Source: an optimization exercise on an open RTL-to-GDS flow (aim: small area). Production flows keep margins and buffers that such runs may drop.
Function was checked by simulation only, so behaviour that the tests miss may differ from the original.
Power is estimated from default activity; no workload was simulated.

==> design/flow/design.v <==
module hdr_lane #(parameter [1:0] IR = 2'd0) (
    input  wire       clk,
    input  wire       rst,
    input  wire       tick,
    input  wire       btn,
    output reg  [8:0] yc,
    output wire [2:0] code
    );
    reg       dir;
    reg [1:0] cs, rs;
    wire ge   = yc[8] & yc[7] & yc[6] & (yc[4] | (yc[3] & yc[2]));    
    wire mtb  = ge & ~dir;
    wire restart = rst | mtb | btn;
    wire run  = ~restart & ~ge;
    wire mv   = run & tick;
    wire [2:0] sp = {1'b0, cs} + 3'd3;
    wire [5:0] dl = ~mv ? 6'd0 : dir ? {3'b000, sp} : 6'b111111;
    wire [6:0] lo = {1'b0, yc[5:0]} + {1'b0, dl};
    wire [2:0] hi = yc[8:6] + {2'b0, lo[6] & dir};
    always @(posedge clk) begin
        yc  <= restart ? 9'd50 : {hi, lo[5:0]};
        if (restart) cs <= rs;
        rs  <= rst ? IR : run ? rs + 2'd1 : rs;
        dir <= ~rst & (restart ? (dir | ge) : ~ge & (dir | (yc[5:0] == 6'd15)));
    end
    wire c1 = (yc >= 9'd321);
    wire c3 = (yc >= 9'd351) && (yc <= 9'd449);
    wire c5 = (yc >= 9'd391) && (yc <= 9'd409);
    assign code = {c5, c3 & ~c5, c1};
endmodule
module hdr_acc (
    input  wire       clk,
    input  wire       rst,
    input  wire [4:0] h,
    output reg  [3:0] d5, d4, d3, d2, d1,
    output reg  [2:0] d0h
    );
    reg m;
    wire [4:0] s2 = {1'b0, d2} + h;                          
    wire ge20 = s2[4] & (s2[3] | s2[2]);
    wire ge10 = s2[4] | (s2[3] & (s2[2] | s2[1]));
    wire [3:0] u2 = s2[3:0] + (ge20 ? 4'd12 : ge10 ? 4'd6 : 4'd0);    
    wire [1:0] c2 = {ge20, ge10 & ~ge20};
    wire [4:0] s3 = {1'b0, d3} + {3'b0, c2};                 
    wire c3 = s3[3] & (s3[2] | s3[1]);
    wire [3:0] u3 = c3 ? {3'b000, s3[0]} : s3[3:0];
    wire c4i = c3 & (d4 == 4'd9);
    wire [3:0] u4 = c4i ? 4'd0 : d4 + {3'b0, c3};
    wire c5i = c4i & (d5 == 4'd9);
    wire [3:0] u5 = c5i ? 4'd0 : d5 + {3'b0, c4i};
    wire um = m | c5i;
    wire b = ~(d1[3] | (d1[2] & d1[1] & d1[0] & d0h[1] & d0h[0]));    
    wire u45 = u4[2] & u4[0];
    wire nb  = ~b;
    wire u2ge = u2[3] | (u2[2] & (u2[1] | (u2[0] & nb)));
    wire wrap = um & (u45 | (u4[2] & u3[3] & (u3[0] | u2ge)));
    wire [3:0] e  = u2 + 4'd5 - {3'b0, b};
    wire [3:0] w2 = u2ge ? e - 4'd10 : e;
    wire [1:0] w3 = {u45 & u2ge, u45 ? ~u2ge : (u3[0] & u2ge)};
    wire [2:0] l0s = d0h + 3'd2;                 
    wire l0c = (l0s >= 3'd5);
    wire [2:0] l0 = l0c ? l0s - 3'd5 : l0s;
    wire [3:0] l1s = d1 + 4'd2 + {3'b0, l0c};
    wire [3:0] l1 = (l1s >= 4'd10) ? l1s - 4'd10 : l1s;
    always @(posedge clk) begin
        if (rst) begin
            m <= 1'b0; d5 <= 4'd0; d4 <= 4'd0; d3 <= 4'd0; d2 <= 4'd0; d1 <= 4'd0; d0h <= 3'd0;
        end else if (wrap) begin
            m <= 1'b0; d5 <= 4'd0; d4 <= 4'd0; d3 <= {2'b0, w3}; d2 <= w2;
            d1 <= l1; d0h <= l0;
        end else begin
            m <= um; d5 <= u5; d4 <= u4; d3 <= u3; d2 <= u2;
        end
    end
endmodule
module hdr_shapes (
    input  wire [9:0] x,
    input  wire [9:0] y,
    input  wire [8:0] ycl, ycd, ycu, ycr,
    output wire       fall,
    output wire       tgt
    );
    function automatic [0:0] T_D(input [8:0] i);
        case (i)
            9'd0: T_D = 1'd1;
            9'd1: T_D = 1'd1;
            9'd2: T_D = 1'd1;
            9'd3: T_D = 1'd1;
            9'd4: T_D = 1'd1;
            9'd5: T_D = 1'd1;
            9'd6: T_D = 1'd1;
            9'd7: T_D = 1'd1;
            9'd8: T_D = 1'd1;
            9'd9: T_D = 1'd1;
            9'd10: T_D = 1'd1;
            9'd11: T_D = 1'd1;
            9'd12: T_D = 1'd0;
            9'd13: T_D = 1'd0;
            9'd14: T_D = 1'd0;
            9'd15: T_D = 1'd0;
            9'd16: T_D = 1'd0;
            9'd17: T_D = 1'd0;
            9'd18: T_D = 1'd0;
            9'd19: T_D = 1'd0;
            9'd20: T_D = 1'd1;
            9'd21: T_D = 1'd1;
            9'd22: T_D = 1'd1;
            9'd23: T_D = 1'd1;
            9'd24: T_D = 1'd1;
            9'd25: T_D = 1'd1;
            9'd26: T_D = 1'd1;
            9'd27: T_D = 1'd1;
            9'd28: T_D = 1'd1;
            9'd29: T_D = 1'd1;
            9'd30: T_D = 1'd1;
            9'd31: T_D = 1'd1;
            9'd32: T_D = 1'd1;
            9'd33: T_D = 1'd1;
            9'd34: T_D = 1'd1;
            9'd35: T_D = 1'd1;
            9'd36: T_D = 1'd1;
            9'd37: T_D = 1'd1;
            9'd38: T_D = 1'd1;
            9'd39: T_D = 1'd1;
            9'd40: T_D = 1'd1;
            9'd41: T_D = 1'd1;
            9'd42: T_D = 1'd1;
            9'd43: T_D = 1'd0;
            9'd44: T_D = 1'd0;
            9'd45: T_D = 1'd0;
            9'd46: T_D = 1'd0;
            9'd47: T_D = 1'd0;
            9'd48: T_D = 1'd0;
            9'd49: T_D = 1'd0;
            9'd50: T_D = 1'd0;
            9'd51: T_D = 1'd0;
            9'd52: T_D = 1'd1;
            9'd53: T_D = 1'd1;
            9'd54: T_D = 1'd1;
            9'd55: T_D = 1'd1;
            9'd56: T_D = 1'd1;
            9'd57: T_D = 1'd1;
            9'd58: T_D = 1'd1;
            9'd59: T_D = 1'd1;
            9'd60: T_D = 1'd1;
            9'd61: T_D = 1'd1;
            9'd62: T_D = 1'd1;
            9'd63: T_D = 1'd1;
            9'd64: T_D = 1'd1;
            9'd65: T_D = 1'd1;
            9'd66: T_D = 1'd1;
            9'd67: T_D = 1'd1;
            9'd68: T_D = 1'd1;
            9'd69: T_D = 1'd1;
            9'd70: T_D = 1'd1;
            9'd71: T_D = 1'd1;
            9'd72: T_D = 1'd1;
            9'd73: T_D = 1'd1;
            9'd74: T_D = 1'd0;
            9'd75: T_D = 1'd0;
            9'd76: T_D = 1'd0;
            9'd77: T_D = 1'd0;
            9'd78: T_D = 1'd0;
            9'd79: T_D = 1'd0;
            9'd80: T_D = 1'd0;
            9'd81: T_D = 1'd0;
            9'd82: T_D = 1'd0;
            9'd83: T_D = 1'd0;
            9'd84: T_D = 1'd1;
            9'd85: T_D = 1'd1;
            9'd86: T_D = 1'd1;
            9'd87: T_D = 1'd1;
            9'd88: T_D = 1'd1;
            9'd89: T_D = 1'd1;
            9'd90: T_D = 1'd1;
            9'd91: T_D = 1'd1;
            9'd92: T_D = 1'd1;
            9'd93: T_D = 1'd1;
            9'd94: T_D = 1'd1;
            9'd95: T_D = 1'd1;
            9'd96: T_D = 1'd1;
            9'd97: T_D = 1'd1;
            9'd98: T_D = 1'd1;
            9'd99: T_D = 1'd1;
            9'd100: T_D = 1'd1;
            9'd101: T_D = 1'd1;
            9'd102: T_D = 1'd1;
            9'd103: T_D = 1'd1;
            9'd104: T_D = 1'd1;
            9'd105: T_D = 1'd0;
            9'd106: T_D = 1'd0;
            9'd107: T_D = 1'd0;
            9'd108: T_D = 1'd0;
            9'd109: T_D = 1'd0;
            9'd110: T_D = 1'd0;
            9'd111: T_D = 1'd0;
            9'd112: T_D = 1'd0;
            9'd113: T_D = 1'd0;
            9'd114: T_D = 1'd0;
            9'd115: T_D = 1'd0;
            9'd116: T_D = 1'd1;
            9'd117: T_D = 1'd1;
            9'd118: T_D = 1'd1;
            9'd119: T_D = 1'd1;
            9'd120: T_D = 1'd1;
            9'd121: T_D = 1'd1;
            9'd122: T_D = 1'd1;
            9'd123: T_D = 1'd1;
            9'd124: T_D = 1'd1;
            9'd125: T_D = 1'd1;
            9'd126: T_D = 1'd1;
            9'd127: T_D = 1'd1;
            9'd128: T_D = 1'd1;
            9'd129: T_D = 1'd1;
            9'd130: T_D = 1'd1;
            9'd131: T_D = 1'd1;
            9'd132: T_D = 1'd1;
            9'd133: T_D = 1'd1;
            9'd134: T_D = 1'd1;
            9'd135: T_D = 1'd1;
            9'd136: T_D = 1'd0;
            9'd137: T_D = 1'd0;
            9'd138: T_D = 1'd0;
            9'd139: T_D = 1'd0;
            9'd140: T_D = 1'd0;
            9'd141: T_D = 1'd0;
            9'd142: T_D = 1'd0;
            9'd143: T_D = 1'd0;
            9'd144: T_D = 1'd0;
            9'd145: T_D = 1'd0;
            9'd146: T_D = 1'd0;
            9'd147: T_D = 1'd0;
            9'd148: T_D = 1'd1;
            9'd149: T_D = 1'd1;
            9'd150: T_D = 1'd1;
            9'd151: T_D = 1'd1;
            9'd152: T_D = 1'd1;
            9'd153: T_D = 1'd1;
            9'd154: T_D = 1'd1;
            9'd155: T_D = 1'd1;
            9'd156: T_D = 1'd1;
            9'd157: T_D = 1'd1;
            9'd158: T_D = 1'd1;
            9'd159: T_D = 1'd1;
            9'd160: T_D = 1'd1;
            9'd161: T_D = 1'd1;
            9'd162: T_D = 1'd1;
            9'd163: T_D = 1'd1;
            9'd164: T_D = 1'd1;
            9'd165: T_D = 1'd1;
            9'd166: T_D = 1'd1;
            9'd167: T_D = 1'd0;
            9'd168: T_D = 1'd0;
            9'd169: T_D = 1'd0;
            9'd170: T_D = 1'd0;
            9'd171: T_D = 1'd0;
            9'd172: T_D = 1'd0;
            9'd173: T_D = 1'd0;
            9'd174: T_D = 1'd0;
            9'd175: T_D = 1'd0;
            9'd176: T_D = 1'd0;
            9'd177: T_D = 1'd0;
            9'd178: T_D = 1'd0;
            9'd179: T_D = 1'd0;
            9'd180: T_D = 1'd1;
            9'd181: T_D = 1'd1;
            9'd182: T_D = 1'd1;
            9'd183: T_D = 1'd1;
            9'd184: T_D = 1'd1;
            9'd185: T_D = 1'd1;
            9'd186: T_D = 1'd1;
            9'd187: T_D = 1'd1;
            9'd188: T_D = 1'd1;
            9'd189: T_D = 1'd1;
            9'd190: T_D = 1'd1;
            9'd191: T_D = 1'd1;
            9'd192: T_D = 1'd1;
            9'd193: T_D = 1'd1;
            9'd194: T_D = 1'd1;
            9'd195: T_D = 1'd1;
            9'd196: T_D = 1'd1;
            9'd197: T_D = 1'd1;
            9'd198: T_D = 1'd0;
            9'd199: T_D = 1'd0;
            9'd200: T_D = 1'd0;
            9'd201: T_D = 1'd0;
            9'd202: T_D = 1'd0;
            9'd203: T_D = 1'd0;
            9'd204: T_D = 1'd0;
            9'd205: T_D = 1'd0;
            9'd206: T_D = 1'd0;
            9'd207: T_D = 1'd0;
            9'd208: T_D = 1'd0;
            9'd209: T_D = 1'd0;
            9'd210: T_D = 1'd0;
            9'd211: T_D = 1'd0;
            9'd212: T_D = 1'd0;
            9'd213: T_D = 1'd0;
            9'd214: T_D = 1'd0;
            9'd215: T_D = 1'd0;
            9'd216: T_D = 1'd0;
            9'd217: T_D = 1'd0;
            9'd218: T_D = 1'd0;
            9'd219: T_D = 1'd0;
            9'd220: T_D = 1'd0;
            9'd221: T_D = 1'd0;
            9'd222: T_D = 1'd0;
            9'd223: T_D = 1'd0;
            9'd224: T_D = 1'd1;
            9'd225: T_D = 1'd1;
            9'd226: T_D = 1'd1;
            9'd227: T_D = 1'd1;
            9'd228: T_D = 1'd1;
            9'd229: T_D = 1'd0;
            9'd230: T_D = 1'd0;
            9'd231: T_D = 1'd0;
            9'd232: T_D = 1'd0;
            9'd233: T_D = 1'd0;
            9'd234: T_D = 1'd0;
            9'd235: T_D = 1'd0;
            9'd236: T_D = 1'd0;
            9'd237: T_D = 1'd0;
            9'd238: T_D = 1'd0;
            9'd239: T_D = 1'd0;
            9'd240: T_D = 1'd0;
            9'd241: T_D = 1'd0;
            9'd242: T_D = 1'd0;
            9'd243: T_D = 1'd0;
            9'd244: T_D = 1'd0;
            9'd245: T_D = 1'd0;
            9'd246: T_D = 1'd0;
            9'd247: T_D = 1'd0;
            9'd248: T_D = 1'd0;
            9'd249: T_D = 1'd0;
            9'd250: T_D = 1'd0;
            9'd251: T_D = 1'd0;
            9'd252: T_D = 1'd0;
            9'd253: T_D = 1'd0;
            9'd254: T_D = 1'd0;
            9'd255: T_D = 1'd0;
            9'd256: T_D = 1'd1;
            9'd257: T_D = 1'd1;
            9'd258: T_D = 1'd1;
            9'd259: T_D = 1'd1;
            9'd260: T_D = 1'd0;
            9'd261: T_D = 1'd0;
            9'd262: T_D = 1'd0;
            9'd263: T_D = 1'd0;
            9'd264: T_D = 1'd0;
            9'd265: T_D = 1'd0;
            9'd266: T_D = 1'd0;
            9'd267: T_D = 1'd0;
            9'd268: T_D = 1'd0;
            9'd269: T_D = 1'd0;
            9'd270: T_D = 1'd0;
            9'd271: T_D = 1'd0;
            9'd272: T_D = 1'd0;
            9'd273: T_D = 1'd0;
            9'd274: T_D = 1'd0;
            9'd275: T_D = 1'd0;
            9'd276: T_D = 1'd0;
            9'd277: T_D = 1'd0;
            9'd278: T_D = 1'd0;
            9'd279: T_D = 1'd0;
            9'd280: T_D = 1'd0;
            9'd281: T_D = 1'd0;
            9'd282: T_D = 1'd0;
            9'd283: T_D = 1'd0;
            9'd284: T_D = 1'd0;
            9'd285: T_D = 1'd0;
            9'd286: T_D = 1'd0;
            9'd287: T_D = 1'd0;
            9'd288: T_D = 1'd1;
            9'd289: T_D = 1'd1;
            9'd290: T_D = 1'd1;
            9'd291: T_D = 1'd0;
            9'd292: T_D = 1'd0;
            9'd293: T_D = 1'd0;
            9'd294: T_D = 1'd0;
            9'd295: T_D = 1'd0;
            9'd296: T_D = 1'd0;
            9'd297: T_D = 1'd0;
            9'd298: T_D = 1'd0;
            9'd299: T_D = 1'd0;
            9'd300: T_D = 1'd0;
            9'd301: T_D = 1'd0;
            9'd302: T_D = 1'd0;
            9'd303: T_D = 1'd0;
            9'd304: T_D = 1'd0;
            9'd305: T_D = 1'd0;
            9'd306: T_D = 1'd0;
            9'd307: T_D = 1'd0;
            9'd308: T_D = 1'd0;
            9'd309: T_D = 1'd0;
            9'd310: T_D = 1'd0;
            9'd311: T_D = 1'd0;
            9'd312: T_D = 1'd0;
            9'd313: T_D = 1'd0;
            9'd314: T_D = 1'd0;
            9'd315: T_D = 1'd0;
            9'd316: T_D = 1'd0;
            9'd317: T_D = 1'd0;
            9'd318: T_D = 1'd0;
            9'd319: T_D = 1'd0;
            9'd320: T_D = 1'd0;
            9'd321: T_D = 1'd0;
            9'd322: T_D = 1'd0;
            9'd323: T_D = 1'd0;
            9'd324: T_D = 1'd0;
            9'd325: T_D = 1'd0;
            9'd326: T_D = 1'd0;
            9'd327: T_D = 1'd0;
            9'd328: T_D = 1'd0;
            9'd329: T_D = 1'd0;
            9'd330: T_D = 1'd0;
            9'd331: T_D = 1'd0;
            9'd332: T_D = 1'd0;
            9'd333: T_D = 1'd0;
            9'd334: T_D = 1'd0;
            9'd335: T_D = 1'd0;
            9'd336: T_D = 1'd0;
            9'd337: T_D = 1'd0;
            9'd338: T_D = 1'd0;
            9'd339: T_D = 1'd0;
            9'd340: T_D = 1'd0;
            9'd341: T_D = 1'd0;
            9'd342: T_D = 1'd0;
            9'd343: T_D = 1'd0;
            9'd344: T_D = 1'd0;
            9'd345: T_D = 1'd0;
            9'd346: T_D = 1'd0;
            9'd347: T_D = 1'd0;
            9'd348: T_D = 1'd0;
            9'd349: T_D = 1'd0;
            9'd350: T_D = 1'd0;
            9'd351: T_D = 1'd0;
            9'd352: T_D = 1'd0;
            9'd353: T_D = 1'd0;
            9'd354: T_D = 1'd0;
            9'd355: T_D = 1'd0;
            9'd356: T_D = 1'd0;
            9'd357: T_D = 1'd0;
            9'd358: T_D = 1'd0;
            9'd359: T_D = 1'd0;
            9'd360: T_D = 1'd0;
            9'd361: T_D = 1'd0;
            9'd362: T_D = 1'd0;
            9'd363: T_D = 1'd0;
            9'd364: T_D = 1'd0;
            9'd365: T_D = 1'd0;
            9'd366: T_D = 1'd0;
            9'd367: T_D = 1'd0;
            9'd368: T_D = 1'd0;
            9'd369: T_D = 1'd0;
            9'd370: T_D = 1'd0;
            9'd371: T_D = 1'd0;
            9'd372: T_D = 1'd0;
            9'd373: T_D = 1'd0;
            9'd374: T_D = 1'd0;
            9'd375: T_D = 1'd0;
            9'd376: T_D = 1'd0;
            9'd377: T_D = 1'd0;
            9'd378: T_D = 1'd0;
            9'd379: T_D = 1'd0;
            9'd380: T_D = 1'd0;
            9'd381: T_D = 1'd0;
            9'd382: T_D = 1'd0;
            9'd383: T_D = 1'd0;
            9'd384: T_D = 1'd0;
            9'd385: T_D = 1'd0;
            9'd386: T_D = 1'd0;
            9'd387: T_D = 1'd0;
            9'd388: T_D = 1'd0;
            9'd389: T_D = 1'd0;
            9'd390: T_D = 1'd0;
            9'd391: T_D = 1'd0;
            9'd392: T_D = 1'd0;
            9'd393: T_D = 1'd0;
            9'd394: T_D = 1'd0;
            9'd395: T_D = 1'd0;
            9'd396: T_D = 1'd0;
            9'd397: T_D = 1'd0;
            9'd398: T_D = 1'd0;
            9'd399: T_D = 1'd0;
            9'd400: T_D = 1'd0;
            9'd401: T_D = 1'd0;
            9'd402: T_D = 1'd0;
            9'd403: T_D = 1'd0;
            9'd404: T_D = 1'd0;
            9'd405: T_D = 1'd0;
            9'd406: T_D = 1'd0;
            9'd407: T_D = 1'd0;
            9'd408: T_D = 1'd0;
            9'd409: T_D = 1'd0;
            9'd410: T_D = 1'd0;
            9'd411: T_D = 1'd0;
            9'd412: T_D = 1'd0;
            9'd413: T_D = 1'd0;
            9'd414: T_D = 1'd0;
            9'd415: T_D = 1'd0;
            9'd416: T_D = 1'd0;
            9'd417: T_D = 1'd0;
            9'd418: T_D = 1'd0;
            9'd419: T_D = 1'd0;
            9'd420: T_D = 1'd0;
            9'd421: T_D = 1'd0;
            9'd422: T_D = 1'd0;
            9'd423: T_D = 1'd0;
            9'd424: T_D = 1'd0;
            9'd425: T_D = 1'd0;
            9'd426: T_D = 1'd0;
            9'd427: T_D = 1'd0;
            9'd428: T_D = 1'd0;
            9'd429: T_D = 1'd0;
            9'd430: T_D = 1'd0;
            9'd431: T_D = 1'd0;
            9'd432: T_D = 1'd0;
            9'd433: T_D = 1'd0;
            9'd434: T_D = 1'd0;
            9'd435: T_D = 1'd0;
            9'd436: T_D = 1'd0;
            9'd437: T_D = 1'd0;
            9'd438: T_D = 1'd0;
            9'd439: T_D = 1'd0;
            9'd440: T_D = 1'd0;
            9'd441: T_D = 1'd0;
            9'd442: T_D = 1'd0;
            9'd443: T_D = 1'd0;
            9'd444: T_D = 1'd0;
            9'd445: T_D = 1'd0;
            9'd446: T_D = 1'd0;
            9'd447: T_D = 1'd0;
            9'd448: T_D = 1'd0;
            9'd449: T_D = 1'd0;
            9'd450: T_D = 1'd0;
            9'd451: T_D = 1'd0;
            9'd452: T_D = 1'd0;
            9'd453: T_D = 1'd0;
            9'd454: T_D = 1'd0;
            9'd455: T_D = 1'd0;
            9'd456: T_D = 1'd0;
            9'd457: T_D = 1'd0;
            9'd458: T_D = 1'd0;
            9'd459: T_D = 1'd0;
            9'd460: T_D = 1'd0;
            9'd461: T_D = 1'd0;
            9'd462: T_D = 1'd0;
            9'd463: T_D = 1'd0;
            9'd464: T_D = 1'd0;
            9'd465: T_D = 1'd0;
            9'd466: T_D = 1'd0;
            9'd467: T_D = 1'd0;
            9'd468: T_D = 1'd0;
            9'd469: T_D = 1'd0;
            9'd470: T_D = 1'd0;
            9'd471: T_D = 1'd0;
            9'd472: T_D = 1'd0;
            9'd473: T_D = 1'd0;
            9'd474: T_D = 1'd0;
            9'd475: T_D = 1'd0;
            9'd476: T_D = 1'd0;
            9'd477: T_D = 1'd0;
            9'd478: T_D = 1'd0;
            9'd479: T_D = 1'd0;
            9'd480: T_D = 1'd0;
            9'd481: T_D = 1'd0;
            9'd482: T_D = 1'd0;
            9'd483: T_D = 1'd0;
            9'd484: T_D = 1'd0;
            9'd485: T_D = 1'd0;
            9'd486: T_D = 1'd0;
            9'd487: T_D = 1'd0;
            9'd488: T_D = 1'd0;
            9'd489: T_D = 1'd0;
            9'd490: T_D = 1'd0;
            9'd491: T_D = 1'd0;
            9'd492: T_D = 1'd0;
            9'd493: T_D = 1'd0;
            9'd494: T_D = 1'd0;
            9'd495: T_D = 1'd0;
            9'd496: T_D = 1'd0;
            9'd497: T_D = 1'd0;
            9'd498: T_D = 1'd0;
            9'd499: T_D = 1'd0;
            9'd500: T_D = 1'd0;
            9'd501: T_D = 1'd0;
            9'd502: T_D = 1'd0;
            9'd503: T_D = 1'd0;
            9'd504: T_D = 1'd0;
            9'd505: T_D = 1'd0;
            9'd506: T_D = 1'd0;
            9'd507: T_D = 1'd0;
            9'd508: T_D = 1'd0;
            9'd509: T_D = 1'd0;
            9'd510: T_D = 1'd0;
            9'd511: T_D = 1'd0;
        endcase
    endfunction
    function automatic [8:0] T_X(input [5:0] i);
        case (i)
            6'd0: T_X = 9'd500;
            6'd1: T_X = 9'd469;
            6'd2: T_X = 9'd438;
            6'd3: T_X = 9'd407;
            6'd4: T_X = 9'd376;
            6'd5: T_X = 9'd345;
            6'd6: T_X = 9'd314;
            6'd7: T_X = 9'd283;
            6'd8: T_X = 9'd252;
            6'd9: T_X = 9'd221;
            6'd10: T_X = 9'd190;
            6'd11: T_X = 9'd159;
            6'd12: T_X = 9'd96;
            6'd13: T_X = 9'd65;
            6'd14: T_X = 9'd34;
            6'd15: T_X = 9'd3;
            6'd16: T_X = 9'd4;
            6'd17: T_X = 9'd37;
            6'd18: T_X = 9'd70;
            6'd19: T_X = 9'd103;
            6'd20: T_X = 9'd136;
            6'd21: T_X = 9'd169;
            6'd22: T_X = 9'd202;
            6'd23: T_X = 9'd235;
            6'd24: T_X = 9'd268;
            6'd25: T_X = 9'd301;
            6'd26: T_X = 9'd334;
            6'd27: T_X = 9'd367;
            6'd28: T_X = 9'd400;
            6'd29: T_X = 9'd433;
            6'd30: T_X = 9'd466;
            6'd31: T_X = 9'd499;
            6'd32: T_X = 9'd433;
            6'd33: T_X = 9'd400;
            6'd34: T_X = 9'd367;
            6'd35: T_X = 9'd334;
            6'd36: T_X = 9'd301;
            6'd37: T_X = 9'd268;
            6'd38: T_X = 9'd235;
            6'd39: T_X = 9'd202;
            6'd40: T_X = 9'd169;
            6'd41: T_X = 9'd136;
            6'd42: T_X = 9'd103;
            6'd43: T_X = 9'd70;
            6'd44: T_X = 9'd37;
            6'd45: T_X = 9'd4;
            6'd46: T_X = 9'd3;
            6'd47: T_X = 9'd34;
            6'd48: T_X = 9'd65;
            6'd49: T_X = 9'd96;
            6'd50: T_X = 9'd159;
            6'd51: T_X = 9'd190;
            6'd52: T_X = 9'd221;
            6'd53: T_X = 9'd252;
            6'd54: T_X = 9'd283;
            6'd55: T_X = 9'd314;
            6'd56: T_X = 9'd345;
            6'd57: T_X = 9'd376;
            6'd58: T_X = 9'd407;
            6'd59: T_X = 9'd438;
            6'd60: T_X = 9'd469;
            6'd61: T_X = 9'd500;
            6'd62: T_X = 9'd499;
            6'd63: T_X = 9'd466;
        endcase
    endfunction
    wire [8:0] xt = T_X(x[5:0]);
    wire [3:0] ux = xt[8:5];
    wire [4:0] bx = xt[4:0];
    wire lane_ok = (x[9:8] == 2'b00) & (x[7] ? (x[6:5] == 2'b00) : (x[6:5] != 2'b00));
    wire horiz = ~x[6];
    reg [8:0] ycs;
    always @(*) begin
        case (x[6:5])
            2'b01: ycs = ycl;
            2'b10: ycs = ycd;
            2'b11: ycs = ycu;
            default: ycs = ycr;
        endcase
    end
    wire [8:0] dy = y[8:0] - ycs;
    wire dy_ok = (dy[8:4] == 5'b00000) | (dy[8:4] == 5'b11111);
    wire [3:0] uy = dy[4] ? ~dy[3:0] : dy[3:0];
    wire [4:0] by = x[5] ? ~dy[4:0] : dy[4:0];      
    wire [3:0] fu = horiz ? uy : ux;
    wire [4:0] fb = horiz ? bx : by;
    assign fall = lane_ok & dy_ok & T_D({fu, fb});
    wire dyt_ok = (y[9:5] == 5'b01100);
    wire [3:0] uyt = y[4] ? y[3:0] : ~y[3:0];
    wire [4:0] byt = x[5] ? {y[4], ~y[3:0]} : {~y[4], y[3:0]};
    wire [3:0] tu = horiz ? uyt : ux;
    wire [4:0] tb = horiz ? bx : byt;
    assign tgt = lane_ok & dyt_ok & T_D({tu, tb});
endmodule
module hdr_digits (
    input  wire [9:0] x,
    input  wire [9:0] y,
    input  wire [3:0] d5, d4, d3, d2, d1,
    input  wire [2:0] d0h,
    output wire       digit_px
    );
    wire [3:0] d0 = {d0h, 1'b0};
    wire [5:0] hc, lc, rc;
    genvar gk;
    generate
        for (gk = 0; gk < 6; gk = gk + 1) begin : col
            assign hc[gk] = (x > 570 - gk * 35) && (x < 600 - gk * 35);
            assign lc[gk] = (x > 570 - gk * 35) && (x < 573 - gk * 35);
            assign rc[gk] = (x > 597 - gk * 35) && (x < 600 - gk * 35);
        end
    endgenerate
    wire [3:0] dsel = ({4{hc[0]}} & d0) | ({4{hc[1]}} & d1) | ({4{hc[2]}} & d2) |
                      ({4{hc[3]}} & d3) | ({4{hc[4]}} & d4) | ({4{hc[5]}} & d5);
    wire yT  = (y == 10'd38) | (y == 10'd39);
    wire yM  = (y == 10'd68) | (y == 10'd69);
    wire yB  = (y == 10'd98) | (y == 10'd99);
    wire yU  = (y > 10'd37) && (y < 10'd67);
    wire y67 = (y == 10'd67);
    wire yL  = (y > 10'd67) && (y < 10'd100);
    function automatic [8:0] T_SEG(input [3:0] i);
        case (i)
            4'd0: T_SEG = 9'd383;
            4'd1: T_SEG = 9'd56;
            4'd2: T_SEG = 9'd481;
            4'd3: T_SEG = 9'd504;
            4'd4: T_SEG = 9'd188;
            4'd5: T_SEG = 9'd460;
            4'd6: T_SEG = 9'd463;
            4'd7: T_SEG = 9'd312;
            4'd8: T_SEG = 9'd511;
            4'd9: T_SEG = 9'd444;
            4'd10: T_SEG = 9'd0;
            4'd11: T_SEG = 9'd0;
            4'd12: T_SEG = 9'd0;
            4'd13: T_SEG = 9'd0;
            4'd14: T_SEG = 9'd0;
            4'd15: T_SEG = 9'd0;
        endcase
    endfunction
    wire [8:0] sg = T_SEG(dsel);    
    assign digit_px = (|hc & ((yT & sg[8]) | (yM & sg[7]) | (yB & sg[6]))) |
                      (|rc & ((yU & sg[5]) | (y67 & sg[4]) | (yL & sg[3]))) |
                      (|lc & ((yU & sg[2]) | (y67 & sg[1]) | (yL & sg[0])));
endmodule
module hdr_core(
    input  wire       clk,
    input  wire       rst,         
    input  wire       pix_stb,     
    input  wire       animate,     
    input  wire [9:0] x,           
    input  wire [9:0] y,           
    input  wire       btnL,        
    input  wire       btnD,
    input  wire       btnU,
    input  wire       btnR,
    input  wire       pause,       
    output wire [2:0] vgaRed,
    output wire [2:0] vgaGreen,
    output wire [2:0] vgaBlue
    );
    wire tick = animate & pix_stb;
    wire [8:0] ycl, ycd, ycu, ycr;
    wire [2:0] cl, cd, cu, cr;
    hdr_lane #(.IR(2'd3)) laneL (.clk(clk), .rst(rst), .tick(tick), .btn(btnL), .yc(ycl), .code(cl));
    hdr_lane #(.IR(2'd0)) laneD (.clk(clk), .rst(rst), .tick(tick), .btn(btnD), .yc(ycd), .code(cd));
    hdr_lane #(.IR(2'd2)) laneU (.clk(clk), .rst(rst), .tick(tick), .btn(btnU), .yc(ycu), .code(cu));
    hdr_lane #(.IR(2'd1)) laneR (.clk(clk), .rst(rst), .tick(tick), .btn(btnR), .yc(ycr), .code(cr));
    reg [4:0] h;
    always @(posedge clk)
        h <= (btnL ? {2'b0, cl} : 5'd0) + (btnD ? {2'b0, cd} : 5'd0) +
             (btnU ? {2'b0, cu} : 5'd0) + (btnR ? {2'b0, cr} : 5'd0);
    wire [3:0] d5, d4, d3, d2, d1;
    wire [2:0] d0h;
    hdr_acc acc (.clk(clk), .rst(rst), .h(h), .d5(d5), .d4(d4), .d3(d3), .d2(d2), .d1(d1), .d0h(d0h));
    wire fall, tgt, digit_px;
    hdr_shapes shapes (.x(x), .y(y), .ycl(ycl), .ycd(ycd), .ycu(ycu), .ycr(ycr), .fall(fall), .tgt(tgt));
    hdr_digits digits (.x(x), .y(y), .d5(d5), .d4(d4), .d3(d3), .d2(d2), .d1(d1), .d0h(d0h),
                       .digit_px(digit_px));
    reg r, g, bl;
    wire av = ~pause & fall;
    always @(posedge clk) begin
        bl <= av | tgt | digit_px;
        r  <= av | tgt | (digit_px & ~rst & r);
        g  <= av ? (~rst & g) : (tgt | digit_px);
    end
    assign vgaRed   = {3{r}};
    assign vgaGreen = {3{g}};
    assign vgaBlue  = {3{bl}};
endmodule
==> design/flow/flow/run.sh <==
#!/bin/bash
# The standard layout (standard.sh) with two changes in how it is made:
# - synthesis maps the logic with an area-oriented ABC script (flow/area.abc) and without
#   the adder-cell extraction; everything else in it is ORFS's and the standard flow's synthesis
#   (synth_recipe.tcl: synth -nofsm -noshare, flatten, rename), so the registers are the same;
# - the port buffers that buffer_ports inserts are the smallest buffer (buf_1);
# - clock tree synthesis adds no dummy loads (CTS_ARGS: ORFS's own arguments plus
#   -dont_use_dummy_load).
# The make output goes to standard_make.log; ORFS keeps each step's log under orfs/logs/.
set -euo pipefail
W=$(pwd)
# ORFS's synthesis script, its ABC call given flow/area.abc
sed 's#^  log_cmd abc {\*}$abc_args$#  log_cmd abc {*}[lreplace $abc_args 1 1 '"$W"'/flow/area.abc]#' \
    "$FLOW_HOME/scripts/synth.tcl" > "$W/synth_area.tcl"
grep -q "flow/area.abc" "$W/synth_area.tcl"
# The standard flow's synthesis wrapper around it
sed 's#source $::env(SCRIPTS_DIR)/synth.tcl#source '"$W"'/synth_area.tcl#' "$W/synth_recipe.tcl" > "$W/area_synth.tcl"
grep -q "synth_area.tcl" "$W/area_synth.tcl"
# standard.sh with that synthesis script
S=$(grep -o 'SYNTH_SCRIPT=[^ ]*' "$W/standard.sh")
NEW="$W/area_synth.tcl"
if [[ "$S" == */srcline/synth.tcl ]]; then
  sed "s#$W/synth_recipe.tcl#$W/area_synth.tcl#g" "$W/srcline/synth.tcl" > "$W/srcline_area_synth.tcl"
  NEW="$W/srcline_area_synth.tcl"
fi
sed "s#$S#SYNTH_SCRIPT=$NEW#" "$W/standard.sh" > "$W/area_standard.sh"
grep -q "SYNTH_SCRIPT=$NEW" "$W/area_standard.sh"
export ADDER_MAP_FILE=
export BUFFER_PORTS_ARGS="-buffer_cell sky130_fd_sc_hd__buf_1"
export CTS_ARGS="-sink_clustering_enable -repair_clock_nets -dont_use_dummy_load -buf_list sky130_fd_sc_hd__clkbuf_8"
bash "$W/area_standard.sh" > standard_make.log 2>&1
==> design/flow/flow/area.abc <==
strash
&get -n
&deepsyn -J 30 -T 300
&put
dch -f
amap -F 4 -A 8
==> design/flow/standard.sh <==
#!/bin/bash
# synth_recipe.tcl (not shown) runs the flow's synth.tcl, then flattens the netlist and writes it again
# the make line also repeats each setting of config.mk as NAME=value (left out here)
make -C /OpenROAD-flow-scripts/flow DESIGN_CONFIG=/design/flow/config.mk WORK_HOME=/design/flow/orfs CLKGATE_MAP_FILE= SYNTH_SCRIPT=/design/flow/synth_recipe.tcl "${@:-finish}"
==> design/flow/config.mk <==
export PLATFORM = sky130hd
export DESIGN_NAME = hdr_core
export DESIGN_NICKNAME = hdr_core
export VERILOG_FILES = /design/flow/design.v
export SDC_FILE = /design/flow/constraint.sdc
export NUM_CORES = 4
export LEC_CHECK = 0
export CAP_MARGIN = 20
export CORE_MARGIN = 2
export CORE_UTILIZATION = 60
export CTS_BUF_LIST = sky130_fd_sc_hd__clkbuf_8
export SLEW_MARGIN = 20
==> design/flow/constraint.sdc <==
create_clock -name core_clock -period 20.0 [get_ports {clk}]
set_input_delay 4.0000 -clock core_clock [delete_from_list [all_inputs] [get_ports {clk}]]
set_output_delay 4.0000 -clock core_clock [all_outputs]
set_load 0.01 [all_outputs]
==> results.ini, run 1 <==
[worst_hold_path]
hp-class=reg -> reg

[yosys]
yosysWarningCount=8
synth_seq_area_share_pct=30.94
synth_cell_types=46
syn-num-nets=920
synth_edf_count=8
syn_area_per_cell_um2=6.681
synth_area_leader_cell=dfxtp_1
synthArstFlopShare_pct=0
synthFlopType=dfxtp_1
syn_inst=891
synth_area_leaders=dfxtp_1, nor2_1, o21ai_0, clkinv_1, a21oi_1
synth_area_um2=5953
yosys_register_bits=88
synth_top_area_share_pct=26.90

[sta]
setup_viol_count_final=0
slew_headroom_pct=33.80
skew_ps=31.38
finalHoldViolCount=0
tightest_slew_ps=967.9
finalCritPeriodShare_pct=47.00
timing.final.crit_period_ps=9399
fin_tns_setup_ps=0
max_freq_mhz=106.4
slew_viol_final=0
rsz0062_at_grt=false

[global_routing]
overflow=0
grt_pass1_wl_um=28550
grt_max_degree=21
antenna_found_initial=0
grt_pass1_vias=6188
grtUsageTotal_pct=32.00

[clocking]
postCtsSetupRepairBufs=0
cts_tree=built
cts-root-buf=clkbuf_8
holdBufCountCts=0
cts_num_sinks=88
clk_transition_reported_paths_ps=90
cts_max_level=3
cts_made_buffers=9
cts_resized=0
clock_path_buffers=2
clkLatencyLatePin_ps=370

[job]
maxCapViolCount=0

[critical_path]
critPathCapture=g
worst_setup_path_end_kind=flip-flop
worst-path-stages=25
cp.required_ps=20290
worstReg2RegStart=acc.d2[1]
cp.arrival_ps=9690
cp_max_fo=14
cpMaxStageDelayCell=nor2_1
critPathLaunchType=input pin
critPathMaxStageDelay_ps=650
timing.rr.end=acc.d1[2]
critical_path_class=in -> reg
critical-path-top-delay-family=simple AND/OR/NAND/NOR gates
crit_buf_inv=4
r2r_cells=25
startpoint=x[6]
reg2reg_slack_ps=15140
path_common_cell=nor2_1

[placed_design]
io_buffers=37
dpl.hpwl_um=13230
gp_congestion=1.040

[floorplan]
rows=36
start_util_pct=61.47
core_area_um2=9684
die-area_um2=10740
fp.dieH_um=103.6
fp.dieW_um=103.6
io_pins=38

[detailed_routing]
viasPerCell=6.379
vias=6787
wl_per_cell_um=16.11
ant_nets=0
drt_wl_total_um=17150
dr.pass1.iters=9
dr.first_iter.drc_count=540
drcViolationCount=0

[power_and_ir_drop]
powerDensity_nw_per_um2=54.12
ir_worst_vdd_v=0.00004727
total_power_uw=343.0
leakage_nw=2.039

[final_layout]
nets=962
diodes=0
syn2layout_area_growth_pct=6.452
layout-drive-gt1-share_pct=1.289

[run_status]
outcome=timing/DRC/antenna clean

[cells in the mapped netlist (5+ instances only)]
cell      count
o221ai_1     22
a21o_1        8
nor4_1       16
nor3_1       27
nor2b_1       7
a222oi_1     12
nand2_1      77
a21oi_1      77
o21ai_0      96
buf_4         9
or3_1         9
clkinv_1    128
and2_0        6
nor2_1      172
or2_0         8
a221oi_1      5
a211oi_1     13
a31oi_1      18
o32ai_1       7
nand3_1       8
a311oi_1      6
o22ai_1      15
dfxtp_1      80
edfxtp_1      8
o21a_1       10
[metrics by stage]
stage	setup slack (ps)	instances	cell area (µm²)	hold WS, ps	util, %
after floorplan	11960	891	5953	419.7	-
after global placement	10750	1054	6206	430.6	64.08
after detailed placement	10490	1054	6206	436.1	64.08
after CTS	10820	1063	6330	458.0	65.36
after global routing	9939	1064	6337	470.8	65.44
final	10600	1064	6337	455.0	65.44
[logic make-up (layout without fill, tap and decap cells)]
kind of cell / Yosys count / count (layout) / synth area share [%]
flops: 88 / 88 / 30.94
buf+inv: 137 / 177 / 9.205
compound gates: 326 / 326 / 35.20
simple gates: 340 / 340 / 24.65
[worst register-to-register path: cells and delay by family (launching register included)]
kind | cells | cell delay (ps)
AO/OA/AOI/OAI | 11 | 2250
AND/OR/NAND/NOR | 11 | 1320
buffers and inverters | 3 | 760
flip-flops | 1 | 410
[layout by cell type (no fill, tap or decap), drive strengths merged, types with 16 or more instances in the layout]
cell type	count
nor3	27
dfxtp	80
clkinv	128
nor2	172
buf	39
o21ai	96
o221ai	22
a31oi	18
a21oi	77
nand2	77
nor4	16
[where the power goes]
group          total [mW]  internal, mW  switching (mW)  leakage (nW)
combinational      0.0605        0.0188          0.0417          1.25
clock              0.0967        0.0403          0.0564        0.0647
sequential          0.186         0.182         0.00370         0.727
[layout make-up]
cell class | instances | area, µm²
multi-input cells | 666 | 3563
fillers | 912 | 3347
flip-flops and latches | 88 | 1842
inverters | 128 | 480.5
well taps | 133 | 166.4
repair buffers | 40 | 161.4
clock buffers | 9 | 123.9
[layer usage]
layer / GRT usage [%] / routed length, µm
met5: 0 / 0
met4: 13.71 / 710
met2: 54.12 / 7951
met3: 5.916 / 1424
met1: 40.03 / 7060
[worst min path at each step]
stage                     cells past startpoint           to        start  slack (ps)
after floorplan                               1  laneD.rs[1]  laneD.rs[1]         420
after global placement                        0  laneR.cs[0]  laneR.rs[0]         430
after detailed placement                      0  laneR.cs[0]  laneR.rs[0]         440
after CTS                                     0  laneR.cs[0]  laneR.rs[0]         460
after global routing                          0  laneR.cs[0]  laneR.rs[0]         470
final                                         0  laneR.cs[1]  laneR.rs[1]         450
[registers in the layout, indices dropped and copies added (netlist names), 3 cells and up]
name and flops:
acc.d0h 3, acc.d1 4, acc.d2 4, acc.d3 4, acc.d4 4, acc.d5 4
h 5, laneD.yc 9, laneL.yc 9, laneR.yc 9, laneU.yc 9
==> run 2: changes to the inputs <==
--- a/design/flow/flow/run.sh
+++ b/design/flow/flow/run.sh
@@ -29,3 +29,3 @@
 export BUFFER_PORTS_ARGS="-buffer_cell sky130_fd_sc_hd__buf_1"
-export CTS_ARGS="-sink_clustering_enable -repair_clock_nets -dont_use_dummy_load -buf_list sky130_fd_sc_hd__clkbuf_8"
+export CTS_ARGS="-sink_clustering_enable -repair_clock_nets -dont_use_dummy_load -buf_list sky130_fd_sc_hd__clkbuf_8 -sink_clustering_size 44 -sink_clustering_max_diameter 400"
 bash "$W/area_standard.sh" > standard_make.log 2>&1
==> run 2 against run 1 <==
Compared with the run above: power is the same; clock power is essentially flat; via count is the same; sequential share of layout area is the same; non-clock buffer count is the same; final cell count is the same; clock skew is the same; still clean; first-iteration DRC count is the same; setup slack is the same; sequential power is essentially flat; critical path depth is the same; sequential cell count is the same.
==> results.ini, run 2 <==
[sta]
setup_viol_count_final=0  ; unchanged
slew_viol_final=0  ; unchanged
slew_headroom_pct=33.80  ; unchanged
skew_ps=31.38  ; unchanged
fin_tns_setup_ps=0  ; unchanged
tightest_slew_ps=967.9  ; unchanged
finalWorstSetupSlack_ps=10600  ; unchanged
finalHoldViolCount=0  ; unchanged
max_freq_mhz=106.4  ; unchanged
timing.final.crit_period_ps=9399  ; unchanged
finalCritPeriodShare_pct=47.00  ; unchanged
rsz0062_at_grt=false  ; unchanged

[critical_path]
cp.arrival_ps=9690  ; about the same
cpMaxStageDelayCell=nor2_1  ; unchanged
worstReg2RegStart=acc.d2[1]  ; unchanged
startpoint=x[6]  ; unchanged
worst_setup_path_end_kind=flip-flop  ; unchanged
critPathLaunchType=input pin  ; unchanged
cp_max_fo=14  ; unchanged
cp.required_ps=20290  ; about the same
critPathMaxStageDelay_ps=650  ; about the same
critical_path_class=in -> reg  ; unchanged
path_common_cell=nor2_1  ; unchanged

[clocking]
clk_transition_reported_paths_ps=90  ; about the same
clock_path_buffers=2  ; unchanged
cts_tree=built  ; unchanged
cts-root-buf=clkbuf_8  ; unchanged
cts_resized=0  ; unchanged
cts_max_level=3  ; unchanged
cts_num_sinks=88  ; unchanged
postCtsSetupRepairBufs=0  ; unchanged
holdBufCountCts=0  ; unchanged
clkLatencyLatePin_ps=370  ; about the same
cts_made_buffers=9  ; unchanged

[global_routing]
antenna_found_initial=0  ; unchanged
grt_pass1_wl_um=28550  ; unchanged
grtUsageTotal_pct=32.00  ; unchanged
overflow=0  ; unchanged
grt_max_degree=21  ; unchanged
grt_pass1_vias=6188  ; unchanged

[floorplan]
fp.dieH_um=103.6  ; unchanged
io_pins=38  ; unchanged
die-area_um2=10740  ; unchanged
rows=36  ; unchanged
fp.dieW_um=103.6  ; unchanged
start_util_pct=61.47  ; unchanged
core_area_um2=9684  ; unchanged

[yosys]
synth_seq_area_share_pct=30.94  ; unchanged
syn_area_per_cell_um2=6.681  ; unchanged
synth_cell_types=46  ; unchanged
synthArstFlopShare_pct=0  ; unchanged
yosysWarningCount=8  ; unchanged
synthFlopType=dfxtp_1  ; unchanged
yosys_register_bits=88  ; unchanged
synth_common_cells=nor2_1, clkinv_1, o21ai_0  ; unchanged
post-synth-top-count-cell=nor2_1  ; unchanged
synth_area_um2=5953  ; unchanged
synth_area_leader_cell=dfxtp_1  ; unchanged
synth_edf_count=8  ; unchanged
syn-num-nets=920  ; unchanged
synth_area_leaders=dfxtp_1, nor2_1, o21ai_0, clkinv_1, a21oi_1  ; unchanged
syn_inst=891  ; unchanged
synth_top_area_share_pct=26.90  ; unchanged

[placed_design]
pre_cts_slack_ps=10490  ; unchanged
dpl.hpwl_um=13230  ; unchanged
io_buffers=37  ; unchanged
gp_congestion=1.040  ; unchanged

[final_layout]
syn2layout_area_growth_pct=6.452  ; unchanged
layout-drive-gt1-share_pct=1.289  ; unchanged
diodes=0  ; unchanged
nets=962  ; unchanged
final_common_cell=nor2_1  ; unchanged
mostFrequentLayoutCells=nor2_1, clkinv_1, o21ai_0  ; unchanged

[detailed_routing]
dr.pass1.iters=9  ; unchanged
drt_wl_total_um=17150  ; unchanged
viasPerCell=6.379  ; unchanged
wl_per_cell_um=16.11  ; unchanged
ant_nets=0  ; unchanged
dr.first_iter.drc_count=540  ; unchanged
drcViolationCount=0  ; unchanged
vias=6787  ; unchanged

[run_status]
outcome=timing/DRC/antenna clean  ; unchanged

[job]
maxCapViolCount=0  ; unchanged

[power_and_ir_drop]
leakage_nw=2.039  ; unchanged
total_power_uw=343.0  ; unchanged
ir_worst_vdd_v=0.00004727  ; unchanged
powerDensity_nw_per_um2=54.12  ; unchanged

[worst_hold_path]
hp-class=reg -> reg  ; unchanged
hold_start=laneR.rs[1]  ; unchanged

[run 2: cell counts after synthesis]
No cell type changed its count.
[run 2: per-stage QoR]
stage / instances / util, % / hold slack, ps / area [µm²]
global placement: 1054 / 64.08 / 430.6 / 6206
global route: 1064 / 65.44 / 470.8 / 6337
finish: 1064 / 65.44 / 455.0 / 6337
floorplan: 891 / - / 419.7 / 5953
CTS: 1063 / 65.36 / 458.0 / 6330
detailed placement: 1054 / 64.08 / 436.1 / 6206
[run 2: kinds of logic after synthesis]
kind of cell	after synthesis	synth area share, %
simple gates	340	24.65
compound gates	326	35.20
buf+inv	137	9.205
flops	88	30.94
[run 2: layer usage]
metal / track usage [%] / vias up / wire (µm)
met5: 0 / - / 0
met4: 13.71 / 0 / 710
met3: 5.916 / 77 / 1424
met2: 54.12 / 332 / 7951
met1: 40.03 / 3057 / 7060
li1: - / 3321 / -
[run 2: path summary, 6_finish.rpt]
| kind | endpoint | slack, ps | depth (start not counted) |
|---|---|---|---|
| max | g | 10600 | 25 |
| min | laneR.cs[1] | 450 | 0 |
| max reg2reg | acc.d1[2] | 15140 | 25 |
| min reg2reg | laneR.cs[1] | 450 | 0 |
[run 2: critical path, delay by kind of cell]
family / cells / cell delay, ps
simple gates: 12 / 2240
buf+inv: 4 / 1380
compound gates: 9 / 2070
[run 2: layout make-up]
cell class                      count  area, µm²
Clock buffer                        9      123.9
Fill cell                         912       3347
Inverter                          128      480.5
Multi-Input combinational cell    666       3563
Sequential cell                    88       1842
Tap cell                          133      166.4
Timing Repair Buffer               40      161.4
[run 2: where the power goes]
part	total (mW)	internal (mW)	switching (mW)
clock	0.0967	0.0403	0.0564
combinational	0.0605	0.0188	0.0417
sequential	0.186	0.182	0.00370
total	0.343	0.241	0.102
==> run 3: changes to the inputs <==
--- a/design/flow/flow/run.sh
+++ b/design/flow/flow/run.sh
@@ -29,3 +29,3 @@
 export BUFFER_PORTS_ARGS="-buffer_cell sky130_fd_sc_hd__buf_1"
-export CTS_ARGS="-sink_clustering_enable -repair_clock_nets -dont_use_dummy_load -buf_list sky130_fd_sc_hd__clkbuf_8 -sink_clustering_size 44 -sink_clustering_max_diameter 400"
+export CTS_ARGS="-sink_clustering_enable -repair_clock_nets -dont_use_dummy_load -buf_list sky130_fd_sc_hd__clkbuf_8 -sink_buffer_max_cap_derate 1.0 -sink_clustering_size 30 -sink_clustering_max_diameter 200"
 bash "$W/area_standard.sh" > standard_make.log 2>&1
==> run 3 against run 2 <==
Compared with the run above: still clean; die area unchanged; count of clock-buffer cells in the layout did not move; combinational power is essentially flat; synthesized area unchanged; clock power hardly changed; non-clock buffer count is the same; synthesized cell count stayed put; wire length is the same; critical path type unchanged; largest cell class unchanged; largest power group unchanged; highest routed layer unchanged.
==> results.ini, run 3 <==
[yosys]
synth_seq_area_share_pct=30.94  ; unchanged
synth_edf_count=8  ; unchanged
syn_area_per_cell_um2=6.681  ; unchanged
synthFlopType=dfxtp_1  ; unchanged
yosys_register_bits=88  ; unchanged
yosysWarningCount=8  ; unchanged
synth_cell_types=46  ; unchanged
post-synth-top-count-cell=nor2_1  ; unchanged
synth_top_area_share_pct=26.90  ; unchanged
synth_common_cells=nor2_1, clkinv_1, o21ai_0  ; unchanged
syn_inst=891  ; unchanged
synth_area_um2=5953  ; unchanged
synth_area_leader_cell=dfxtp_1  ; unchanged
syn-num-nets=920  ; unchanged
synthArstFlopShare_pct=0  ; unchanged
synth_area_leaders=dfxtp_1, nor2_1, o21ai_0, clkinv_1, a21oi_1  ; unchanged

[placed_design]
gp_congestion=1.040  ; unchanged
placed_area_um2=6206  ; unchanged
dpl.hpwl_um=13230  ; unchanged
io_buffers=37  ; unchanged

[critical_path]
r2r_cells=25  ; unchanged
worstReg2RegStart=acc.d2[1]  ; unchanged
critical_path_class=in -> reg  ; unchanged
cpMaxStageDelayCell=nor2_1  ; unchanged
critPathLaunchType=input pin  ; unchanged
startpoint=x[6]  ; unchanged
worst-path-stages=25  ; unchanged
worst_setup_path_end_kind=flip-flop  ; unchanged
timing.rr.end=acc.d1[2]  ; unchanged
cp.required_ps=20290  ; about the same
critical-path-top-delay-family=simple AND/OR/NAND/NOR gates  ; unchanged
crit_buf_inv=4  ; unchanged
cp_max_fo=14  ; unchanged
reg2reg_slack_ps=15140  ; about the same
critPathMaxStageDelay_ps=650  ; about the same
path_common_cell=nor2_1  ; unchanged
cp.arrival_ps=9690  ; about the same
critPathCapture=g  ; unchanged

[sta]
rsz0062_at_grt=false  ; unchanged
timing.final.crit_period_ps=9399  ; unchanged
skew_ps=31.38  ; unchanged
fin_tns_setup_ps=0  ; unchanged
slew_viol_final=0  ; unchanged
whs_ps=455.0  ; unchanged
max_freq_mhz=106.4  ; unchanged
slew_headroom_pct=33.80  ; unchanged
finalCritPeriodShare_pct=47.00  ; unchanged
tightest_slew_ps=967.9  ; unchanged
finalHoldViolCount=0  ; unchanged
setup_viol_count_final=0  ; unchanged

[power_and_ir_drop]
powerDensity_nw_per_um2=54.12  ; unchanged
leakage_nw=2.039  ; unchanged
ir_worst_vdd_v=0.00004727  ; unchanged
total_power_uw=343.0  ; unchanged

[global_routing]
antenna_found_initial=0  ; unchanged
overflow=0  ; unchanged
grt_pass1_wl_um=28550  ; unchanged
grtUsageTotal_pct=32.00  ; unchanged
grt_max_degree=21  ; unchanged
grt_pass1_vias=6188  ; unchanged

[floorplan]
rows=36  ; unchanged
fp.dieW_um=103.6  ; unchanged
fp.dieH_um=103.6  ; unchanged
core_area_um2=9684  ; unchanged
start_util_pct=61.47  ; unchanged
die-area_um2=10740  ; unchanged
io_pins=38  ; unchanged

[clocking]
cts-root-buf=clkbuf_8  ; unchanged
cts_made_buffers=9  ; unchanged
cts_tree=built  ; unchanged
cts_num_sinks=88  ; unchanged
clk_transition_reported_paths_ps=90  ; about the same
clock_path_buffers=2  ; unchanged
holdBufCountCts=0  ; unchanged
cts_resized=0  ; unchanged
postCtsSetupRepairBufs=0  ; unchanged
cts_max_level=3  ; unchanged
clkLatencyLatePin_ps=370  ; about the same

[run_status]
outcome=timing/DRC/antenna clean  ; unchanged

[final_layout]
final_common_cell=nor2_1  ; unchanged
fin_util_pct=65.44  ; unchanged
syn2layout_area_growth_pct=6.452  ; unchanged
layout-drive-gt1-share_pct=1.289  ; unchanged
nets=962  ; unchanged
diodes=0  ; unchanged
fin_area_um2=6337  ; unchanged
mostFrequentLayoutCells=nor2_1, clkinv_1, o21ai_0  ; unchanged

[detailed_routing]
drcViolationCount=0  ; unchanged
ant_nets=0  ; unchanged
dr.pass1.iters=9  ; unchanged
drt_wl_total_um=17150  ; unchanged
vias=6787  ; unchanged
wl_per_cell_um=16.11  ; unchanged
viasPerCell=6.379  ; unchanged
dr.first_iter.drc_count=540  ; unchanged

[job]
maxCapViolCount=0  ; unchanged

[worst_hold_path]
hp-class=reg -> reg  ; unchanged

## run 3: cell counts after synthesis
No cell type changed its count.
## run 3: kinds of logic (layout without fill, tap and decap cells)
group	after synthesis	after routing	synth area share, %
AOI/OAI and AO/OA	326	326	35.20
buffers and inverters	137	177	9.205
DFF	88	88	30.94
and+or+nand+nor	340	340	24.65
## run 3: routing by layer
layer  track usage [%]  vias to the layer above  wire, µm
met4             13.71                        0       710
li1                  -                     3321         -
met2             54.12                      332      7951
met3             5.916                       77      1424
met1             40.03                     3057      7060
met5                 0                        -         0
## run 3: final cells by class
type                    instances  area [µm²]
inverters                     128       480.5
clock buffers                   9       123.9
flip-flops and latches         88        1842
fillers                       912        3347
multi-input cells             666        3563
repair buffers                 40       161.4
well taps                     133       166.4
## run 3: how the worst min path moves through the flow
stage | from | to | slack, ps | cells after the start
final | laneR.rs[1] | laneR.cs[1] | 450 | 0
after global routing | laneR.rs[0] | laneR.cs[0] | 470 | 0
after CTS | laneR.rs[0] | laneR.cs[0] | 460 | 0
after detailed placement | laneR.rs[0] | laneR.cs[0] | 440 | 0
after global placement | laneR.rs[0] | laneR.cs[0] | 430 | 0
after floorplan | laneD.rs[1] | laneD.rs[1] | 420 | 1
## run 3: where the power goes
group	leakage, nW	internal, mW	switching, mW	total (mW)
sequential	0.727	0.182	0.00370	0.186
combinational	1.25	0.0188	0.0417	0.0605
clock	0.0647	0.0403	0.0564	0.0967
## run 3: worst register-to-register path, stage by stage (launching register included)
cell	delay [ps]
dfxtp_1	410
nor2_1	70
a21oi_1	150
nand2_1	80
o21ai_0	110
nor2_1	100
a21oi_1	180
nor2_1	80
a21oi_1	150
nand2_1	60
o21ai_0	110
clkinv_1	210
nand2_1	150
o211ai_1	130
o21ai_0	260
nor2_1	110
a21oi_1	270
and3_1	250
nor2_1	70
nand2_1	110
o21ai_0	150
o22ai_1	400
clkinv_1	310
nor2_1	240
clkinv_1	240
o41ai_1	340
## run 3: through the flow
step / instances / setup slack (ps)
3_3_place_gp: 1054 / 10750
2_1_floorplan: 891 / 11960
4_1_cts: 1063 / 10820
5_1_grt: 1064 / 9939
6_report: 1064 / 10600
3_5_place_dp: 1054 / 10490
==> run 4: changes to the inputs <==
--- a/design/flow/flow/run.sh
+++ b/design/flow/flow/run.sh
@@ -29,3 +29,3 @@
 export BUFFER_PORTS_ARGS="-buffer_cell sky130_fd_sc_hd__buf_1"
-export CTS_ARGS="-sink_clustering_enable -repair_clock_nets -dont_use_dummy_load -buf_list sky130_fd_sc_hd__clkbuf_8 -sink_buffer_max_cap_derate 1.0 -sink_clustering_size 30 -sink_clustering_max_diameter 200"
+export CTS_ARGS="-sink_clustering_enable -repair_clock_nets -dont_use_dummy_load -buf_list sky130_fd_sc_hd__clkbuf_4 -root_buf sky130_fd_sc_hd__clkbuf_8 -sink_clustering_size 8 -sink_clustering_max_diameter 60"
 bash "$W/area_standard.sh" > standard_make.log 2>&1
--- a/design/flow/config.mk
+++ b/design/flow/config.mk
@@ -10,3 +10,3 @@
 export CORE_UTILIZATION = 60
-export CTS_BUF_LIST = sky130_fd_sc_hd__clkbuf_8
+export CTS_BUF_LIST = sky130_fd_sc_hd__clkbuf_4
 export SLEW_MARGIN = 20
==> run 4 against run 3 <==
Compared with the run above: sequential cell count unchanged; combinational power about the same; synthesized cell count unchanged; first-iteration DRC count unchanged; non-clock buffer count unchanged; via count unchanged; clock skew unchanged; utilization unchanged; wire length unchanged; critical path depth unchanged; critical path type unchanged.
==> results.ini, run 4 <==
[detailed_routing]
drt_wl_total_um=17150  ; unchanged
dr.pass1.iters=9  ; unchanged
ant_nets=0  ; unchanged
wl_per_cell_um=16.11  ; unchanged
drcViolationCount=0  ; unchanged
dr.first_iter.drc_count=540  ; unchanged
vias=6787  ; unchanged
viasPerCell=6.379  ; unchanged

[critical_path]
startpoint=x[6]  ; unchanged
critical_path_class=in -> reg  ; unchanged
critPathLaunchType=input pin  ; unchanged
worst_setup_path_end_kind=flip-flop  ; unchanged
critical-path-top-delay-family=simple AND/OR/NAND/NOR gates  ; unchanged
timing.rr.end=acc.d1[2]  ; unchanged
worst-path-stages=25  ; unchanged
cp_max_fo=14  ; unchanged
worstReg2RegStart=acc.d2[1]  ; unchanged
cp.required_ps=20290  ; about the same
reg2reg_slack_ps=15140  ; about the same
crit_buf_inv=4  ; unchanged
cpMaxStageDelayCell=nor2_1  ; unchanged
cp.arrival_ps=9690  ; about the same
critPathCapture=g  ; unchanged
r2r_cells=25  ; unchanged
critPathMaxStageDelay_ps=650  ; about the same
path_common_cell=nor2_1  ; unchanged

[clocking]
postCtsSetupRepairBufs=0  ; unchanged
cts_resized=0  ; unchanged
cts_made_buffers=9  ; unchanged
cts_num_sinks=88  ; unchanged
cts_max_level=3  ; unchanged
cts_tree=built  ; unchanged
clock_path_buffers=2  ; unchanged
holdBufCountCts=0  ; unchanged
clk_transition_reported_paths_ps=90  ; about the same
clkLatencyLatePin_ps=370  ; about the same
cts-root-buf=clkbuf_8  ; unchanged

[yosys]
syn_area_per_cell_um2=6.681  ; unchanged
synth_seq_area_share_pct=30.94  ; unchanged
yosys_register_bits=88  ; unchanged
synth_top_area_share_pct=26.90  ; unchanged
synth_area_leaders=dfxtp_1, nor2_1, o21ai_0, clkinv_1, a21oi_1  ; unchanged
yosysWarningCount=8  ; unchanged
synth_area_um2=5953  ; unchanged
synth_common_cells=nor2_1, clkinv_1, o21ai_0  ; unchanged
synthFlopType=dfxtp_1  ; unchanged
synth_area_leader_cell=dfxtp_1  ; unchanged
synth_edf_count=8  ; unchanged
syn-num-nets=920  ; unchanged
synthArstFlopShare_pct=0  ; unchanged
syn_inst=891  ; unchanged
synth_cell_types=46  ; unchanged
post-synth-top-count-cell=nor2_1  ; unchanged

[power_and_ir_drop]
total_power_uw=343.0  ; unchanged
clkPwrFrac_pct=28.2  ; about the same
ir_worst_vdd_v=0.00004727  ; unchanged
p_int_uw=241.2  ; unchanged
pwr-share-comb_pct=17.6  ; about the same
leakage_nw=2.039  ; unchanged
seq_power_share_pct=54.2  ; about the same
p_sw_uw=101.7  ; unchanged
sw_frac_of_total_pct=29.66  ; unchanged
powerDensity_nw_per_um2=54.12  ; unchanged

[sta]
slew_viol_final=0  ; unchanged
skew_ps=31.38  ; unchanged
slew_headroom_pct=33.80  ; unchanged
rsz0062_at_grt=false  ; unchanged
timing.final.crit_period_ps=9399  ; unchanged
tightest_slew_ps=967.9  ; unchanged
max_freq_mhz=106.4  ; unchanged
setup_viol_count_final=0  ; unchanged
finalHoldViolCount=0  ; unchanged
finalCritPeriodShare_pct=47.00  ; unchanged
fin_tns_setup_ps=0  ; unchanged

[job]
maxCapViolCount=0  ; unchanged

[floorplan]
fp.dieH_um=103.6  ; unchanged
die-area_um2=10740  ; unchanged
core_area_um2=9684  ; unchanged
start_util_pct=61.47  ; unchanged
io_pins=38  ; unchanged
rows=36  ; unchanged
fp.dieW_um=103.6  ; unchanged

[global_routing]
overflow=0  ; unchanged
grt_pass1_wl_um=28550  ; unchanged
grt_max_degree=21  ; unchanged
grtUsageTotal_pct=32.00  ; unchanged
grt_pass1_vias=6188  ; unchanged
antenna_found_initial=0  ; unchanged

[final_layout]
final_common_cell=nor2_1  ; unchanged
nets=962  ; unchanged
final_cells=1064  ; unchanged
diodes=0  ; unchanged
mostFrequentLayoutCells=nor2_1, clkinv_1, o21ai_0  ; unchanged
syn2layout_area_growth_pct=6.452  ; unchanged
fin_area_um2=6337  ; unchanged
layout-drive-gt1-share_pct=1.289  ; unchanged

[worst_hold_path]
hp-class=reg -> reg  ; unchanged
hold_start=laneR.rs[1]  ; unchanged

[placed_design]
dpl.hpwl_um=13230  ; unchanged
io_buffers=37  ; unchanged
placed_area_um2=6206  ; unchanged
gp_congestion=1.040  ; unchanged
numPlacedInstances=1054  ; unchanged

[run_status]
outcome=timing/DRC/antenna clean  ; unchanged

-- run 4: cell counts after synthesis --
Identical to the previous run, type by type.
-- run 4: power groups by stage --
stage	combinational [mW]	clock, mW	sequential (mW)
after floorplan	0.0413	0	0.189
after global placement	0.0564	0	0.189
after detailed placement	0.0582	0	0.190
after CTS	0.0585	0.0980	0.186
after global routing	0.0676	0.105	0.186
final	0.0605	0.0967	0.186
-- run 4: worst min-delay path by stage --
| stage | endpoint | cells past startpoint |
|---|---|---|
| 2_1_floorplan | laneD.rs[1] | 1 |
| 3_3_place_gp | laneR.cs[0] | 0 |
| 3_5_place_dp | laneR.cs[0] | 0 |
| 4_1_cts | laneR.cs[0] | 0 |
| 5_1_grt | laneR.cs[0] | 0 |
| 6_report | laneR.cs[1] | 0 |
-- run 4: cells by family (layout without fill, tap and decap cells) --
kind of cell	Yosys count	in the layout	share of synthesized area, %
simple gates	340	340	24.65
buf+inv	137	177	9.205
flops	88	88	30.94
compound gates	326	326	35.20
-- run 4: metal layers --
metal  global-route usage [%]  vias to the layer above  share of wire [%]  wire length [µm]
met5                        0                        -                  0                 0
met4                    13.71                        0                4.1               710
met3                    5.916                       77                8.3              1424
met2                    54.12                      332                 46              7951
met1                    40.03                     3057                 41              7060
li1                         -                     3321                  -                 -
-- run 4: final cells by class --
class / instances / area (µm²)
Inverter: 128 / 480.5
Sequential cell: 88 / 1842
Clock buffer: 9 / 123.9
Fill cell: 912 / 3347
Multi-Input combinational cell: 666 / 3563
Timing Repair Buffer: 40 / 161.4
Tap cell: 133 / 166.4
-- run 4: through the flow --
stage	utilization (%)	setup WS [ps]	hold WS [ps]
3_3_place_gp	64.08	10750	430.6
5_1_grt	65.44	9939	470.8
3_5_place_dp	64.08	10490	436.1
6_report	65.44	10600	455.0
2_1_floorplan	-	11960	419.7
4_1_cts	65.36	10820	458.0

## what the ideal ports hide
The results above use ideal ports. As a check the final layouts listed here were re-extracted and re-timed, cells and wires unchanged. Step 1, drivers: a clkbuf_16 drives clk and a buf_2 each remaining input, both assumed. Step 2, shift: input delay + t, output delay - t, t = (earliest + latest rising clock arrival at the registers) / 2. This alone moves slack from input paths to output paths. Slacks: ideal ports / drivers / drivers and shift; pairs: ideal ports / drivers.
run | shift t [ns] | setup slack, ns | hold WS [ns] | clock arrival spread, ns
run 1 | 0.390 | 10.601 / 10.607 / 10.217 | 0.455 / 0.455 / 0.455 | 0.032 / 0.032
run 2 | 0.390 | 10.601 / 10.607 / 10.217 | 0.455 / 0.455 / 0.455 | 0.032 / 0.032
run 3 | 0.390 | 10.601 / 10.607 / 10.217 | 0.455 / 0.455 / 0.455 | 0.032 / 0.032
run 4 | 0.390 | 10.601 / 10.607 / 10.217 | 0.455 / 0.455 / 0.455 | 0.032 / 0.032
After both steps setup and hold are still met in every run listed.
